What follows belongs to an exercise in optimizing a design on an open flow for small area; a production flow would make more cautious choices.
In this exercise RTL edits were held to simulation tests only and were not proved equivalent to the original.

File: design/flow/run.sh
#!/bin/bash
# synth_recipe.tcl (not shown) runs the flow's synth.tcl, then flattens the netlist and writes it again
# the make line also repeats each setting of config.mk as NAME=value (left out here)
make -C /OpenROAD-flow-scripts/flow DESIGN_CONFIG=/design/flow/config.mk WORK_HOME=/design/flow/orfs CLKGATE_MAP_FILE= SYNTH_SCRIPT=/design/flow/synth_recipe.tcl finish
File: design/flow/config.mk
export PLATFORM = sky130hd
export DESIGN_NAME = MAC_Unit
export DESIGN_NICKNAME = MAC_Unit
export VERILOG_FILES = /design/flow/design.v
export SDC_FILE = /design/flow/constraint.sdc
export NUM_CORES = 4
export LEC_CHECK = 0
export CAP_MARGIN = 20
export CORE_MARGIN = 2
export CORE_UTILIZATION = 40
export SLEW_MARGIN = 20
File: design/flow/constraint.sdc
create_clock -name core_clock -period 9.0 [get_ports {clk}]
set_input_delay 1.8000 -clock core_clock [delete_from_list [all_inputs] [get_ports {clk}]]
set_output_delay 1.8000 -clock core_clock [all_outputs]
set_load 0.01 [all_outputs]
File: design/flow/design.v
module MAC_Unit #(parameter WIDTH=32) (
    input logic clk,
    input logic reset,
    input  logic [WIDTH-1:0] a,
    input  logic [WIDTH-1:0] b,
    output logic [WIDTH*2-1:0] result
);
    logic [WIDTH-1:0] a_reg, b_reg;
    logic [WIDTH*2-1:0] mult_result;  
    always_ff@(posedge clk or posedge reset) begin
        if (reset) begin
            a_reg <= '0;
            b_reg <= '0;
            mult_result <= '0;
            result <= '0;
        end else begin
            a_reg <= a;
            b_reg <= b;
            mult_result <= a_reg * b_reg;  
            result <= mult_result + result;  
        end 
    end
endmodule
==> run summary <==
Placement
In this run the tool buffered the top-level ports with 129 buffer cells. At the end of routability-driven placement, the weighted congestion stood at 0.874. The post-DP HPWL is 97700 um. The worst slack at placement is 0.481 ns. The count of placed standard cells including taps is 5826.

Floorplan
Row generation in the floorplan step produced 118 rows. After floorplanning, the core was sized to cover 104000 sq um. The number of primary I/O pins is 130. Measured along the x axis, the die boundary spans 328 um.

Measured along the y axis, the die boundary spans 328 um. The initial standard-cell utilization of the core is 40.4%. The floorplan die area is 108000 sq um.

Worst hold path
The worst-case hold path end point is result[0]. In this run the most critical hold path is launched from mult_result[0]. Counting instances, the worst hold path has a depth of 1. The class of the tightest hold or removal check is reg -> reg.

Run status
The run finished with no timing, DRC or antenna violations.

Drt
The per-cell routed wire length is 20.5 um. The count of TritonRoute iterations in the first routing pass is 6. The via count normalized by instance count is 5.12. The number of vias after detailed routing is 30.0k.

The sum of routed wire length over all layers is 120000 um. Once detail routing completed, the nets flagged for antenna violations numbered 0. The DRC violation count after routing is 0. The number of DRC markers in iteration 0 is 1840.

Clock tree
No sink is reached through more buffers than the 2 on the longest clock path. The number of levels the H-tree was split into is 4. Buffers inserted to repair hold after CTS numbered 0.

The clock transition at the register clock pins on the worst setup and hold paths after CTS is 0.09 ns. The post-cts sizing count is 0. The clock latency of the later-clocked register in the worst-skew pair is 0.54 ns.

Buffers inserted during clock tree synthesis total 17. The clock net in this run drives a total of 192 sinks. The clock root buffer is sky130_fd_sc_hd__clkbuf_16. TritonCTS built the clock tree. The number of setup buffers added after CTS is 0.

Global routing
The initial antenna violation count is 3. The number of global-route vias before repair is 32.7k. Entering global routing, the biggest net connects 80 pins. The all-layer global routing usage is 23.4%.

The first global-routing pass estimated 190000 um of wire. Summed over all layers, the global routing overflow is 0.

Setup path
Of all nets on the critical path, the largest fanout is 22. The worst-case register-to-register setup slack is 0.32 ns. The critical register-to-register path startpoint is a_reg[10]. The critical path is of the reg -> reg type. The type of element capturing the critical path is a flip-flop. The end of the worst register-to-register path is mult_result[56]. The element type at the critical path start is a flip-flop. The data required time at the worst endpoint is 9.41 ns.

The data arrival time of the critical path is 9.09 ns. The depth of the most critical reg-to-reg path is 26.

Logic synthesis
For this run, the number of Yosys warnings is 1. Among all flip-flop cells after synthesis, the most frequent one is sky130_fd_sc_hd__dfrtp_1. The count of state elements after synthesis is 192. Each instance of the synthesized netlist takes up on average 9.47 sq um.

The mapped cell area is 42000 sq um. Synthesis produced 4432 cells. Counting every net in the synthesized netlist gives 5721.

The share of flip-flops with an asynchronous set or reset is 100%. The sequential fraction of the synthesis area is 11.4%. In this run, distinct cell masters in the synthesized netlist total 76. In this run, synthesis inferred 0 flip-flops with an integrated enable.

STA
Setup repair after global routing left no endpoint under its margin. The count of final max-slew check failures was 0. The final critical path time including I/O delays and setup is 8.68 ns. The final hold violation count came to 0. The share of the cycle needed by the critical path after routing is 96.4%. Headroom to the max-slew limit came out at 18.8%. The final setup violation count is 0. The worst-margin pin slew is 1.22 ns. The clock skew after layout is 0.0180 ns.

Setup slack closes at 0.320 ns. In the final timing run, aggregate negative setup slack is 0 ns. The maximum frequency from static timing analysis is 115 MHz.

Finish
Of the cells placed in the final design, the portion with a size suffix greater than 1 is 4.09%. The largest registers in the layout are mult_result: 64 flops, result: 64 flops. The finished layout holds 5861 standard cells, fillers aside.

The net count of the finished layout is 5754. From synthesis to final layout, the design area changed by 8.84%.

Flow run
The reported max-cap violation count is 0.
==> worst max-delay path, stage by stage, from the launching register on <==
cell	delay [ns]
sky130_fd_sc_hd__dfrtp_1	1.16
sky130_fd_sc_hd__buf_4	0.28
sky130_fd_sc_hd__nand2_1	0.07
sky130_fd_sc_hd__fa_1	0.55
sky130_fd_sc_hd__inv_1	0.05
sky130_fd_sc_hd__fa_1	0.47
sky130_fd_sc_hd__inv_1	0.06
sky130_fd_sc_hd__fa_1	0.52
sky130_fd_sc_hd__inv_1	0.05
sky130_fd_sc_hd__fa_1	0.39
sky130_fd_sc_hd__fa_1	0.47
sky130_fd_sc_hd__fa_1	0.50
sky130_fd_sc_hd__fa_1	0.49
sky130_fd_sc_hd__inv_1	0.05
sky130_fd_sc_hd__fa_1	0.59
sky130_fd_sc_hd__inv_1	0.06
sky130_fd_sc_hd__ha_1	0.37
sky130_fd_sc_hd__a21oi_1	0.15
sky130_fd_sc_hd__o21ai_1	0.13
sky130_fd_sc_hd__a31oi_1	0.24
sky130_fd_sc_hd__o31ai_1	0.10
sky130_fd_sc_hd__nor3b_1	0.81
sky130_fd_sc_hd__o31ai_2	0.16
sky130_fd_sc_hd__nor4b_2	0.21
sky130_fd_sc_hd__a31oi_1	0.33
sky130_fd_sc_hd__o21bai_1	0.14
sky130_fd_sc_hd__xor2_1	0.15
==> final cells by class <==
| type | instances | area [sq um] |
|---|---|---|
| multi-input cells | 3092 | 32800 |
| fillers | 10100 | 58100 |
| diodes | 3 | 7.51 |
| repair buffers | 241 | 2210 |
| inverters | 921 | 3460 |
| clock buffers | 21 | 470 |
| flip-flops and latches | 192 | 4810 |
| well taps | 1380 | 1730 |
| clock inverters | 11 | 141 |
==> cell usage after synthesis, types with 3 or more instances <==
cell | n | area, sq um
sky130_fd_sc_hd__inv_1 | 921 | 3460
sky130_fd_sc_hd__fa_1 | 897 | 18000
sky130_fd_sc_hd__and2_1 | 637 | 3990
sky130_fd_sc_hd__nand2_1 | 500 | 1880
sky130_fd_sc_hd__ha_1 | 326 | 4080
sky130_fd_sc_hd__clkbuf_1 | 222 | 833
sky130_fd_sc_hd__dfrtp_1 | 192 | 4800
sky130_fd_sc_hd__a21oi_1 | 131 | 656
sky130_fd_sc_hd__a21o_1 | 84 | 631
sky130_fd_sc_hd__xnor2_1 | 75 | 657
sky130_fd_sc_hd__nor2_1 | 63 | 236
sky130_fd_sc_hd__o21ai_0 | 50 | 250
sky130_fd_sc_hd__xor2_1 | 49 | 429
sky130_fd_sc_hd__o21bai_1 | 28 | 210
sky130_fd_sc_hd__o21ai_1 | 25 | 125
sky130_fd_sc_hd__a31oi_1 | 21 | 131
sky130_fd_sc_hd__nand3_1 | 19 | 95.1
sky130_fd_sc_hd__nand4_1 | 18 | 113
sky130_fd_sc_hd__and3_1 | 17 | 106
sky130_fd_sc_hd__nor3_1 | 14 | 70.1
sky130_fd_sc_hd__o21a_1 | 12 | 90.1
sky130_fd_sc_hd__nand2b_1 | 10 | 62.6
sky130_fd_sc_hd__a211oi_1 | 9 | 67.6
sky130_fd_sc_hd__nor2b_1 | 8 | 50.1
sky130_fd_sc_hd__or3_1 | 6 | 37.5
sky130_fd_sc_hd__a41oi_1 | 5 | 43.8
sky130_fd_sc_hd__o211ai_1 | 5 | 37.5
sky130_fd_sc_hd__o31ai_1 | 5 | 37.5
sky130_fd_sc_hd__and4_1 | 4 | 35.0
sky130_fd_sc_hd__buf_2 | 4 | 20.0
sky130_fd_sc_hd__nor4_1 | 4 | 25.0
sky130_fd_sc_hd__o41ai_2 | 4 | 65.1
sky130_fd_sc_hd__a211oi_2 | 3 | 37.5
sky130_fd_sc_hd__a221o_1 | 3 | 30.0
sky130_fd_sc_hd__a221oi_1 | 3 | 26.3
sky130_fd_sc_hd__a31o_2 | 3 | 26.3
sky130_fd_sc_hd__o221ai_1 | 3 | 26.3
sky130_fd_sc_hd__or2_2 | 3 | 18.8
==> worst max-delay path by stage <==
stage	from	endpoint	slack [ns]	depth (start not counted)
after floorplan	a_reg[20]	mult_result[59]	1.78	26
after global placement	a_reg[10]	mult_result[56]	0.64	26
after detailed placement	a_reg[10]	mult_result[56]	0.48	26
after CTS	a_reg[10]	mult_result[56]	0.47	26
after global routing	a_reg[10]	mult_result[59]	0.02	25
final	a_reg[10]	mult_result[56]	0.32	26
==> per-layer routing <==
layer | up-vias | global-route usage, % | wire length [um]
met5 | - | 0 | 0
met1 | 15600 | 29.4 | 47900
met2 | 892 | 40.3 | 60500
met3 | 235 | 3.10 | 6110
met4 | 0 | 10.2 | 5680
li1 | 13300 | - | -
==> placed cells by master (no fill, tap or decap), types with 8 or more instances in the layout <==
cell type | Yosys | routed
sky130_fd_sc_hd__a211oi_1 | 9 | 9
sky130_fd_sc_hd__a21o_1 | 84 | 84
sky130_fd_sc_hd__a21oi_1 | 131 | 131
sky130_fd_sc_hd__a31oi_1 | 21 | 21
sky130_fd_sc_hd__and2_1 | 637 | 637
sky130_fd_sc_hd__and3_1 | 17 | 17
sky130_fd_sc_hd__buf_4 | 0 | 106
sky130_fd_sc_hd__clkbuf_16 | 0 | 17
sky130_fd_sc_hd__clkdlybuf4s50_1 | 0 | 129
sky130_fd_sc_hd__dfrtp_1 | 192 | 186
sky130_fd_sc_hd__fa_1 | 897 | 897
sky130_fd_sc_hd__ha_1 | 326 | 326
sky130_fd_sc_hd__inv_1 | 921 | 920
sky130_fd_sc_hd__nand2_1 | 500 | 500
sky130_fd_sc_hd__nand2b_1 | 10 | 10
sky130_fd_sc_hd__nand3_1 | 19 | 19
sky130_fd_sc_hd__nand4_1 | 18 | 18
sky130_fd_sc_hd__nor2_1 | 63 | 63
sky130_fd_sc_hd__nor2b_1 | 8 | 8
sky130_fd_sc_hd__nor3_1 | 14 | 14
sky130_fd_sc_hd__o21a_1 | 12 | 12
sky130_fd_sc_hd__o21ai_0 | 50 | 50
sky130_fd_sc_hd__o21ai_1 | 25 | 25
sky130_fd_sc_hd__o21bai_1 | 28 | 28
sky130_fd_sc_hd__xnor2_1 | 75 | 75
sky130_fd_sc_hd__xor2_1 | 49 | 49
==> cells by family (layout without fill, tap and decap cells) <==
logic type      count (synthesis)  in the layout  synth area share [%]
other cells                     0              3                     0
compound gates                430            430                  6.92
xor+xnor                      124            124                  2.59
fa+ha+maj                    1223           1223                  52.5
simple gates                 1314           1314                  16.2
mux                             1              1                0.0239
flops                         192            192                  11.4
buf+inv                      1148           1194                  10.3
==> per-stage QoR <==
stage	hold WS [ns]	util [%]	cell area [sq um]
floorplan	0.443	-	42000
global placement	0.445	43.4	45100
detailed placement	0.454	43.4	45100
CTS	0.488	44.0	45700
global route	0.502	44.0	45700
finish	0.478	44.0	45700

[re-timing with driven ports]
No port has a modelled driver above. Below, the same layout with a new extraction and two added sets of constraints. Step 1, drivers: a clkbuf_16 drives clk and a buf_2 each remaining input, both assumed. Step 2, shift: input delay + t, output delay - t, t = (earliest + latest rising clock arrival at the registers) / 2. This alone moves slack from input paths to output paths. a / b / c = ideal ports / drivers / drivers and shift; a / b = the first two.
shift t [ns]: 0.599
setup slack, ns: 0.320 / 0.320 / 0.320
worst data-port slew with drivers (ns): 0.05
After both steps setup and hold are still met in this run. For this run, drivers alone change the setup slack by 0.000 ns; drivers and shift together by 0.000 ns.
